Source: an optimization exercise on an open RTL-to-GDS flow (aim: small area, a short achievable clock period and few clock cycles per item). Production flows keep margins and buffers that such runs may drop.
Only simulation tests tie the RTL to the original design; equivalence was not proved.

==> 12-19: inputs <==
## INV
module INV #(
    parameter DATA_W    = 32,
    parameter INT_BITS  = 8,
    parameter FRAC_BITS = 24,
    parameter N_ITER    = 3
)(
    input  wire                 clk,
    input  wire                 rstn,
    input  wire                 start,
    input  wire [DATA_W-1:0]    dd,      
    output reg  [DATA_W-1:0]    q,       
    output reg                  done
);
==> module INV, before the edit <==
module INV #(
    parameter DATA_W    = 32,
    parameter INT_BITS  = 8,
    parameter FRAC_BITS = 24,
    parameter N_ITER    = 3
)(
    input  wire                 clk,
    input  wire                 rstn,
    input  wire                 start,
    input  wire [DATA_W-1:0]    dd,      
    output reg  [DATA_W-1:0]    q,       
    output reg                  done
);
    localparam [DATA_W-1:0] TWO = 2 << FRAC_BITS;
    reg [2:0]        ph;      
    reg [DATA_W-1:0] d;       
    reg [DATA_W-1:0] x;       
    reg [DATA_W-1:0] t;       
    wire [DATA_W-1:0]          b = ph[0] ? d : t;
    wire signed [2*DATA_W-1:0] p = $signed(x) * $signed(b);
    wire [DATA_W-1:0]          r = p[FRAC_BITS +: DATA_W];
    always @(posedge clk or negedge rstn) begin
        if (!rstn) begin
            ph   <= 3'd0;
            done <= 1'b0;
        end else begin
            case (ph)
                3'd0: if (start) ph <= 3'd1;
                3'd4: begin ph <= 3'd5; done <= 1'b1; end
                3'd5: if (!start) begin ph <= 3'd0; done <= 1'b0; end
                default: ph <= ph + 3'd1;
            endcase
        end
    end
    always @(posedge clk) begin
        case (ph)
            3'd0: begin d <= dd; x <= TWO - dd; end
            3'd1, 3'd3: t <= TWO - r;
            3'd2: x <= r;
            3'd4: q <= r;
            default: ;
        endcase
    end
endmodule
==> flow/config.mk <==
export PLATFORM = sky130hd
export DESIGN_NAME = INV
export DESIGN_NICKNAME = INV
export VERILOG_FILES = /design/flow/design.v
export SDC_FILE = /design/flow/constraint.sdc
export NUM_CORES = 4
export LEC_CHECK = 0
export ABC_CLOCK_PERIOD_IN_PS = 5000
export CAP_MARGIN = 20
export CORE_MARGIN = 2
export CORE_UTILIZATION = 40
export SETUP_SLACK_MARGIN = 5
export SLEW_MARGIN = 20
==> flow/constraint.sdc <==
create_clock -name core_clock -period 12.0 [get_ports {clk}]
set_input_delay 2.4000 -clock core_clock [delete_from_list [all_inputs] [get_ports {clk}]]
set_output_delay 2.4000 -clock core_clock [all_outputs]
set_load 0.01 [all_outputs]
run.sh (not shown) runs the stock make flow with config.mk's settings and CLKGATE_MAP_FILE= SYNTH_SCRIPT=/design/flow/synth_recipe.tcl, a recipe that flattens the netlist after the stock synthesis.
==> 02-03: changes against 12-19 <==
==> flow/config.mk (replaced) <==
export PLATFORM = sky130hd
export DESIGN_NAME = INV
export DESIGN_NICKNAME = INV
export VERILOG_FILES = /design/flow/design.v
export SDC_FILE = /design/flow/constraint.sdc
export NUM_CORES = 4
export LEC_CHECK = 0
export CAP_MARGIN = 20
export CORE_MARGIN = 2
export CORE_UTILIZATION = 40
export SLEW_MARGIN = 20
==> 11-22: changes against 12-19 <==
==> flow/design.v (replaced) <==
module MUL #(
    parameter DATA_W = 32,
    parameter INT_BITS = 8,  
    parameter FRAC_BITS = 24
 ) (
     input  wire [DATA_W-1:0]         a,
     input  wire [DATA_W-1:0]         b,
     output wire [DATA_W-1:0]         p
 );
    wire signed [2*DATA_W-1:0] mult_full;
    assign mult_full = $signed(a) * $signed(b);  
    assign p = mult_full >>> FRAC_BITS;  
endmodule
module INV #(
    parameter DATA_W    = 32,
    parameter INT_BITS  = 8,
    parameter FRAC_BITS = 24,
    parameter N_ITER    = 3
)(
    input  wire                 clk,
    input  wire                 rstn,
    input  wire                 start,
    input  wire [DATA_W-1:0]    dd,      
    output reg  [DATA_W-1:0]    q,       
    output reg                  done
);
    localparam IDLE  = 3'd0;
    localparam INIT  = 3'd1;
    localparam MUL1  = 3'd2;
    localparam SUB   = 3'd3;
    localparam MUL2  = 3'd4;
    localparam CHECK = 3'd5;
    localparam DONE  = 3'd6;
    reg [2:0] state;
    reg [1:0] iter;
    reg [DATA_W-1:0] x;       
    reg [DATA_W-1:0] t1;      
    reg [DATA_W-1:0] t2;      
    wire signed [2*DATA_W-1:0] mult_full;
    wire signed [2*DATA_W-1:0] mult2_full;
    assign mult_full = $signed(dd) * $signed(x);
    assign mult2_full = $signed(x) * $signed(t2);
    always @(posedge clk or negedge rstn) begin
        if (!rstn) begin
            state <= IDLE;
            done  <= 1'b0;
        end else begin
            case (state)
                IDLE: begin
                    done <= 1'b0;
                    if (start) begin
                        iter  <= 0;
                        state <= INIT;
                    end
                end
                INIT: begin
                    x     <= (1 << FRAC_BITS);  
                    state <= MUL1;
                end
                MUL1: begin
                    t1    <= mult_full >>> FRAC_BITS;  
                    state <= SUB;
                end
                SUB: begin
                    t2    <= (2 << FRAC_BITS) - t1;
                    state <= MUL2;
                end
                MUL2: begin
                    x     <= mult2_full >>> FRAC_BITS;
                    state <= CHECK;
                end
                CHECK: begin
                    if (iter == N_ITER-1)
                        state <= DONE;
                    else begin
                        iter  <= iter + 1;
                        state <= MUL1;
                    end
                end
                DONE: begin
                    q    <= x;
                    done <= 1'b1;
                    if (!start)
                        state <= IDLE;
                end
            endcase
        end
    end
endmodule
==> flow/config.mk (replaced) <==
export PLATFORM = sky130hd
export DESIGN_NAME = INV
export DESIGN_NICKNAME = INV
export VERILOG_FILES = /design/flow/design.v
export SDC_FILE = /design/flow/constraint.sdc
export NUM_CORES = 4
export LEC_CHECK = 0
export CAP_MARGIN = 20
export CORE_MARGIN = 2
export CORE_UTILIZATION = 40
export SLEW_MARGIN = 20
==> comparison <==
- 12-19 produced a clean layout. 11-22 passed the timing, design-rule and antenna checks. 02-03 produced a clean layout.
- Against 02-03, the final cell count of 11-22 is higher by 78%.
- Non-clock buffer count: 02-03 is lower than 11-22 (86).
- The lowest hold slack belongs to 11-22, the highest to 12-19.
- Between 11-22 and 02-03, the lower die area is in 02-03 (gap about 80%, measured against 02-03).
- The lowest sequential share of layout area belongs to 11-22, the highest to 02-03.
Testbench counts of 12-19, summed over its fixed seeds: cycles 9,600, items 1,600.
Testbench counts of 02-03, summed over its fixed seeds: cycles 9,600, items 1,600.
Testbench counts of 11-22, summed over its fixed seeds: cycles 27,200, items 1,600.

========
==> inputs of v11 <==
Another version of the RTL of INV (not shown whole).
export LEC_CHECK = 0
export ABC_AREA = 1
export CAP_MARGIN = 20
export CORE_MARGIN = 2
export CORE_UTILIZATION = 60
export PLACE_DENSITY = 0.75
export SETUP_SLACK_MARGIN = 5
export SLEW_MARGIN = 20
export SYNTH_HIERARCHICAL = 1
export SYNTH_MINIMUM_KEEP_SIZE = 0
create_clock -name core_clock -period 12.0 [get_ports {clk}]
==> v4: changes against v11 <==
==> flow/flow/run.sh (new file) <==
#!/bin/bash
set -euo pipefail
cat >> config.mk <<'EOC'
export SETUP_SLACK_MARGIN = 6.5
EOC
bash standard.sh > standard_flow.log 2>&1
==> flow/standard.sh (new file) <==
#!/bin/bash
# synth_recipe.tcl (not shown) runs the flow's synth.tcl, then flattens the netlist and writes it again
# the make line also repeats each setting of config.mk as NAME=value (left out here)
make -C /OpenROAD-flow-scripts/flow DESIGN_CONFIG=/design/flow/config.mk WORK_HOME=/design/flow/orfs CLKGATE_MAP_FILE= SYNTH_SCRIPT=/design/flow/synth_recipe.tcl "${@:-finish}"
CORE_UTILIZATION = 40   (was 60)
PLACE_DENSITY = default   (was 0.75)
SETUP_SLACK_MARGIN = 6.5   (was 5)
removed: flow/run.sh
==> summary of the runs <==
v11 ran to the end with no violations. v4 finished with timing, DRC and antenna clean. Between v11 and v4, the lower critical path depth is in v11 (gap 2). Synthesized area is the same in v4 and v11. Between v4 and v11, the lower via count is in v4 (gap 3.1%, measured against v11). In synthesized cell count, v11 and v4 do not differ. Between v11 and v4, the lower global-route usage is in v4 (gap 15 points).
Testbench counts of v11, summed over its fixed seeds: cycles 9,600, items 1,600.
Testbench counts of v4, summed over its fixed seeds: cycles 9,600, items 1,600.

========
==> v35 <==
Starting RTL as in the previous note.
make LEC_CHECK=0 ABC_AREA=1 CAP_MARGIN=20 CORE_MARGIN=2 CORE_UTILIZATION=40 SETUP_SLACK_MARGIN=5 SLEW_MARGIN=20 SYNTH_HIERARCHICAL=1 SYNTH_MINIMUM_KEEP_SIZE=0 finish   # period 12.0 ns
Stock flow here: none of the scripts above is used.
==> inputs of v27, as changes to v35 <==
--- a/flow/design.v
+++ b/flow/design.v
@@ -9,19 +9,20 @@
     input  wire                 start,
     input  wire [DATA_W-1:0]    dd,      
     output wire [DATA_W-1:0]    q,       
     output reg                  done
 );
     localparam [31:0] TWO = 32'h0200_0000;
     reg [2:0]  ph;      
+    reg [31:0] d;       
     reg [31:0] x;       
     reg [31:0] a;       
     reg [15:0] b_one, b_two, b_neg;    
     reg        tstep;   
-    wire [31:0] nb   = (ph == 3'd0) | (ph == 3'd2) ? dd : x;
+    wire [31:0] nb   = (ph == 3'd0) ? dd : (ph == 3'd2) ? d : x;
     wire        nneg = (ph == 3'd0) | (ph == 3'd2);
     wire [32:0] nbw  = {nb, 1'b0};
     wire [15:0] e_one, e_two, e_neg;
     genvar k;
     generate for (k = 0; k < 16; k = k + 1) begin : enc
         assign e_one[k] = nbw[2*k+1] ^ nbw[2*k];
         assign e_two[k] = (nbw[2*k+2] & ~nbw[2*k+1] & ~nbw[2*k]) |
@@ -1557,15 +1558,15 @@
     always @(posedge clk) begin
         b_one <= e_one;
         b_two <= e_two;
         b_neg <= e_neg;
         tstep <= nneg;
         a     <= (ph == 3'd0) ? TWO - dd : r;
         case (ph)
-            3'd0: x <= TWO - dd;
+            3'd0: begin d <= dd; x <= TWO - dd; end
             3'd2, 3'd4: x <= r;
             default: ;
         endcase
     end
 endmodule
 module FA (input a, input b, input c, output s, output co);
     assign s  = a ^ b ^ c;
==> flow/flow/run.sh (new file) <==
#!/bin/bash
set -e
cp standard.sh standard_sh_copy.log
cp config.mk config_orig_copy.log
cat >> config.mk <<'EOC'
export SETUP_SLACK_MARGIN = 6.5
EOC
bash standard.sh > standard_flow.log 2>&1
==> flow/standard.sh (new file) <==
#!/bin/bash
# synth_recipe.tcl (not shown) runs the flow's synth.tcl, then flattens the netlist and writes it again
# the make line also repeats each setting of config.mk as NAME=value (left out here)
make -C /OpenROAD-flow-scripts/flow DESIGN_CONFIG=/design/flow/config.mk WORK_HOME=/design/flow/orfs CLKGATE_MAP_FILE= SYNTH_SCRIPT=/design/flow/synth_recipe.tcl "${@:-finish}"
- SETUP_SLACK_MARGIN: 5 -> 6.5
removed: flow/run.sh
==> inputs of v37, as changes to v35 <==
--- a/flow/design.v
+++ b/flow/design.v
@@ -9,19 +9,20 @@
     input  wire                 start,
     input  wire [DATA_W-1:0]    dd,      
     output wire [DATA_W-1:0]    q,       
     output reg                  done
 );
     localparam [31:0] TWO = 32'h0200_0000;
     reg [2:0]  ph;      
+    reg [31:0] d;       
     reg [31:0] x;       
     reg [31:0] a;       
     reg [15:0] b_one, b_two, b_neg;    
     reg        tstep;   
-    wire [31:0] nb   = (ph == 3'd0) | (ph == 3'd2) ? dd : x;
+    wire [31:0] nb   = (ph == 3'd0) ? dd : (ph == 3'd2) ? d : x;
     wire        nneg = (ph == 3'd0) | (ph == 3'd2);
     wire [32:0] nbw  = {nb, 1'b0};
     wire [15:0] e_one, e_two, e_neg;
     genvar k;
     generate for (k = 0; k < 16; k = k + 1) begin : enc
         assign e_one[k] = nbw[2*k+1] ^ nbw[2*k];
         assign e_two[k] = (nbw[2*k+2] & ~nbw[2*k+1] & ~nbw[2*k]) |
@@ -1557,15 +1558,15 @@
     always @(posedge clk) begin
         b_one <= e_one;
         b_two <= e_two;
         b_neg <= e_neg;
         tstep <= nneg;
         a     <= (ph == 3'd0) ? TWO - dd : r;
         case (ph)
-            3'd0: x <= TWO - dd;
+            3'd0: begin d <= dd; x <= TWO - dd; end
             3'd2, 3'd4: x <= r;
             default: ;
         endcase
     end
 endmodule
 module FA (input a, input b, input c, output s, output co);
     assign s  = a ^ b ^ c;
==> results.txt <==
item	v35	v37	v27
Largest net degree at the start of global routing	44	80	70
Chip width	271 µm	277 µm	277 µm
Initial antenna violation count	0	0	2
Share of Yosys cell area claimed by the top area cell type	31.5%	30.2%	30.2%
DRT iter0 DRCs	3533	3055	3588
XOR/XNOR share of the synthesized area	17.1%	16.7%	16.7%
Status	complete, no violations	complete, no violations	complete, no violations
Bufs and invs on worst path	2	3	3
Via-to-Cell Ratio	5.89	5.92	6.00
Multi-input gates	2757	2792	2792
First-pass GRT wire length	173000 µm	175000 µm	184000 µm
Drt first pass iters	6	6	8
Multiplexer share of the synthesized area	0.490%	0.0671%	0.0671%
Final RePlAce weighted congestion	0.984	1.00	0.977
Height of the die	271 µm	277 µm	277 µm
Testbench counts of v35, summed over its fixed seeds: cycles 9,600, items 1,600.
Testbench counts of v27, summed over its fixed seeds: cycles 9,600, items 1,600.
Testbench counts of v37, summed over its fixed seeds: cycles 9,600, items 1,600.

========
==> amber <==
INV, a different RTL version from the one above (not shown whole).
export LEC_CHECK = 0
export ABC_AREA = 1
export CAP_MARGIN = 20
export CORE_MARGIN = 2
export CORE_UTILIZATION = 40
export SLEW_MARGIN = 20
export SYNTH_HIERARCHICAL = 1
export SYNTH_MINIMUM_KEEP_SIZE = 0
export SETUP_SLACK_MARGIN = 5.4
create_clock -name core_clock -period 12.0 [get_ports {clk}]
standard.sh (not shown) runs the stock make flow with config.mk's settings and CLKGATE_MAP_FILE= SYNTH_SCRIPT=/design/flow/synth_recipe.tcl, a recipe that flattens the netlist after the stock synthesis.
==> flow/flow/run.sh <==
#!/bin/bash
set -euo pipefail
cat >> config.mk <<'EOC'
export SETUP_SLACK_MARGIN = 5.4
EOC
bash standard.sh > standard_flow.log 2>&1
==> quartz (differences from amber) <==
==> flow/flow/run.sh (replaced) <==
#!/bin/bash
set -euo pipefail
cat >> config.mk <<'EOC'
export SETUP_SLACK_MARGIN = 6.1
EOC
bash standard.sh > standard_flow.log 2>&1
- SETUP_SLACK_MARGIN: 5.4 -> 6.1
==> results.txt <==
                                                       quartz     amber
Result of the run             no timing/DRC/antenna violations  no timing/DRC/antenna violations
Non-clock buffer share                                  9.909%    5.488%
Post-route minimum period                             6.054 ns  6.436 ns
Register Area                                         1810 µm²  1752 µm²
Routed length per placed instance                     27.76 µm  25.95 µm
Global-route wire length before repair                164.5 mm  155.8 mm
Largest fanout on the critical path                          9        34
Worst path required time                              12.29 ns  12.30 ns
Drt initial violations                                   3,474     2,734
Met3 Resource Use GR                                    12.55%    8.986%
Met2 demand-to-capacity share in global routing         48.40%    46.90%
Fill cell count                                          6,170     6,476
Overall track demand over capacity in global routing    33.06%    30.92%
Initial antenna violation count                              6         0
Met2 routed WL                                        47.42 mm  44.38 mm
Crit path from                                           a[25]  b_neg[3]
Synth-to-Final Area Change                              17.19%    7.468%
Testbench counts of amber, summed over its fixed seeds: cycles 9,600, items 1,600.
Testbench counts of quartz, summed over its fixed seeds: cycles 9,600, items 1,600.

========
==> inputs of run a <==
Another version of the RTL of INV (not shown whole).
Design INV, start of the top module:
module INV #(
    parameter DATA_W    = 32,
    parameter INT_BITS  = 8,
    parameter FRAC_BITS = 24,
    parameter N_ITER    = 3
)(
    input  wire                 clk,
    input  wire                 rstn,
    input  wire                 start,
    input  wire [DATA_W-1:0]    dd,      
    output wire [DATA_W-1:0]    q,       
    output reg                  done
);
clock: 12.0 ns
lec_check: 0
abc_area: 1
cap_margin: 20
core_margin: 2
core_utilization: 40
setup_slack_margin: 5
slew_margin: 20
run.sh (not shown) runs the stock make flow with config.mk's settings and CLKGATE_MAP_FILE= SYNTH_SCRIPT=/design/flow/synth_recipe.tcl, a recipe that flattens the netlist after the stock synthesis.
Stock flow here: none of the scripts above is used.
==> inputs of run b, as changes to run a <==
- SETUP_SLACK_MARGIN: 5 -> unset
==> inputs of run c, as changes to run a <==
--- a/flow/design.v
+++ b/flow/design.v
@@ -10,19 +10,18 @@
     input  wire [DATA_W-1:0]    dd,      
     output wire [DATA_W-1:0]    q,       
     output reg                  done
 );
     localparam [31:0] TWO = 32'h0200_0000;
     reg [2:0]  ph;      
     reg [32:0] nd;      
     reg [31:0] x;       
-    reg [31:0] t;       
-    wire        tstep = ph[0];                  
-    wire [32:0] ma    = tstep ? nd : {t[31], t};
+    reg [32:0] ma;      
+    reg        tstep;   
     wire m1 = 1'b0 ^ x[0];
     wire m2 = (x[1] & ~x[0] & ~1'b0) | (~x[1] & x[0] & 1'b0);
     wire m3 = x[1];
     wire m4 = ((m1 & ma[0]) | (m2 & 1'b0)) ^ m3;
     wire m5 = ((m1 & ma[1]) | (m2 & ma[0])) ^ m3;
     wire m6 = ((m1 & ma[2]) | (m2 & ma[1])) ^ m3;
     wire m7 = ((m1 & ma[3]) | (m2 & ma[2])) ^ m3;
     wire m8 = ((m1 & ma[4]) | (m2 & ma[3])) ^ m3;
@@ -1625,15 +1624,17 @@
                 3'd4: begin ph <= 3'd5; done <= 1'b1; end
                 3'd5: if (!start) begin ph <= 3'd0; done <= 1'b0; end
                 default: ph <= ph + 3'd1;
             endcase
         end
     end
     always @(posedge clk) begin
         case (ph)
-            3'd0: begin nd <= -{dd[31], dd}; x <= TWO - dd; end
-            3'd1, 3'd3: t <= r;
-            3'd2, 3'd4: x <= r;
+            3'd0: begin nd <= -{dd[31], dd}; x <= TWO - dd;
+                        ma <= -{dd[31], dd}; tstep <= 1'b1; end
+            3'd1, 3'd3: begin ma <= {r[31], r}; tstep <= 1'b0; end
+            3'd2: begin x <= r; ma <= nd; tstep <= 1'b1; end
+            3'd4: x <= r;
             default: ;
         endcase
     end
 endmodule
==> comparison table <==
Status: run c finished clean; run b finished clean; run a finished clean
Compound-gate portion of the synthesized area: run c 0.151; run b 0.144; run a 0.144
DR vias: run c 28.7k; run b 27.9k; run a 29.2k
Proportion of cell area occupied by multi-input gates: run c 0.695; run b 0.734; run a 0.685
M1 WL: run c 49.4 mm; run b 46.8 mm; run a 47.5 mm
Smallest hold slack: run c 0.537 ns; run b 0.547 ns; run a 0.547 ns
Proportion of register bits with asynchronous set or reset after synthesis: run c 0.0388; run b 0.0396; run a 0.0396
Critical-path top delay cell: run c sky130_fd_sc_hd__xor2_1; run b sky130_fd_sc_hd__dfrtp_4; run a sky130_fd_sc_hd__fa_2
Non-clock inverter count: run c 671; run b 660; run a 663
Vias in the first global route: run c 28.1k; run b 28.7k; run a 29.2k
DRT Wirelength: run c 134 mm; run b 126 mm; run a 135 mm
Die area: run c 76800 sq um; run b 76600 sq um; run a 76600 sq um
Worst slew margin: run c 0.320; run b 0.296; run a 0.409
Testbench counts of run a, summed over its fixed seeds: cycles 9,600, items 1,600.
Testbench counts of run b, summed over its fixed seeds: cycles 9,600, items 1,600.
Testbench counts of run c, summed over its fixed seeds: cycles 9,600, items 1,600.

what the ideal ports hide:
Ports are ideal in the flow. The routed layouts listed here were re-timed in OpenROAD.
Step 1 sets driving cells, clkbuf_16 on the clock port and buf_2 on the other inputs (assumed; they add their load-dependent delay and slew).
Step 2 adds t to the input delays and takes it off the output delays; t is the mean of the earliest and latest rising clock arrival at the registers after step 1. Input paths then give back, and output paths get back, about the clock's delay inside the block.
Slacks: no drivers / after step 1 / after step 2; pairs: no drivers / after step 1.
run	shift t [ns]	slack for setup (ns)	slew at the worst register clock pin (ns)	worst data-port slew with drivers (ns)
12-19	0.465	2.767 / 2.767 / 2.767	0.06 / 0.06	0.07
02-03	0.463	1.245 / 1.245 / 1.245	0.07 / 0.07	0.07
11-22	0.570	1.168 / 1.155 / 0.585	0.08 / 0.08	0.14
v11	0.493	5.062 / 5.062 / 5.062	0.06 / 0.06	0.05
v4	0.490	5.968 / 5.968 / 5.968	0.07 / 0.07	0.05
v35	0.490	5.189 / 5.189 / 5.189	0.06 / 0.06	0.05
v27	0.508	6.060 / 6.060 / 6.060	0.08 / 0.08	0.05
v37	0.506	5.164 / 5.164 / 5.164	0.08 / 0.08	0.05
amber	0.397	5.564 / 5.564 / 5.564	0.07 / 0.07	0.04
quartz	0.401	5.946 / 5.946 / 5.946	0.07 / 0.07	0.04
run a	0.403	5.003 / 5.003 / 5.003	0.07 / 0.07	0.05
run b	0.411	2.831 / 2.831 / 2.831	0.07 / 0.07	0.05
run c	0.422	4.866 / 4.866 / 4.866	0.09 / 0.09	0.04
After both steps every run listed still meets setup and hold. The setup slack of 11-22, which loses most, moves by -0.013 ns with the drivers and by -0.583 ns with both steps.
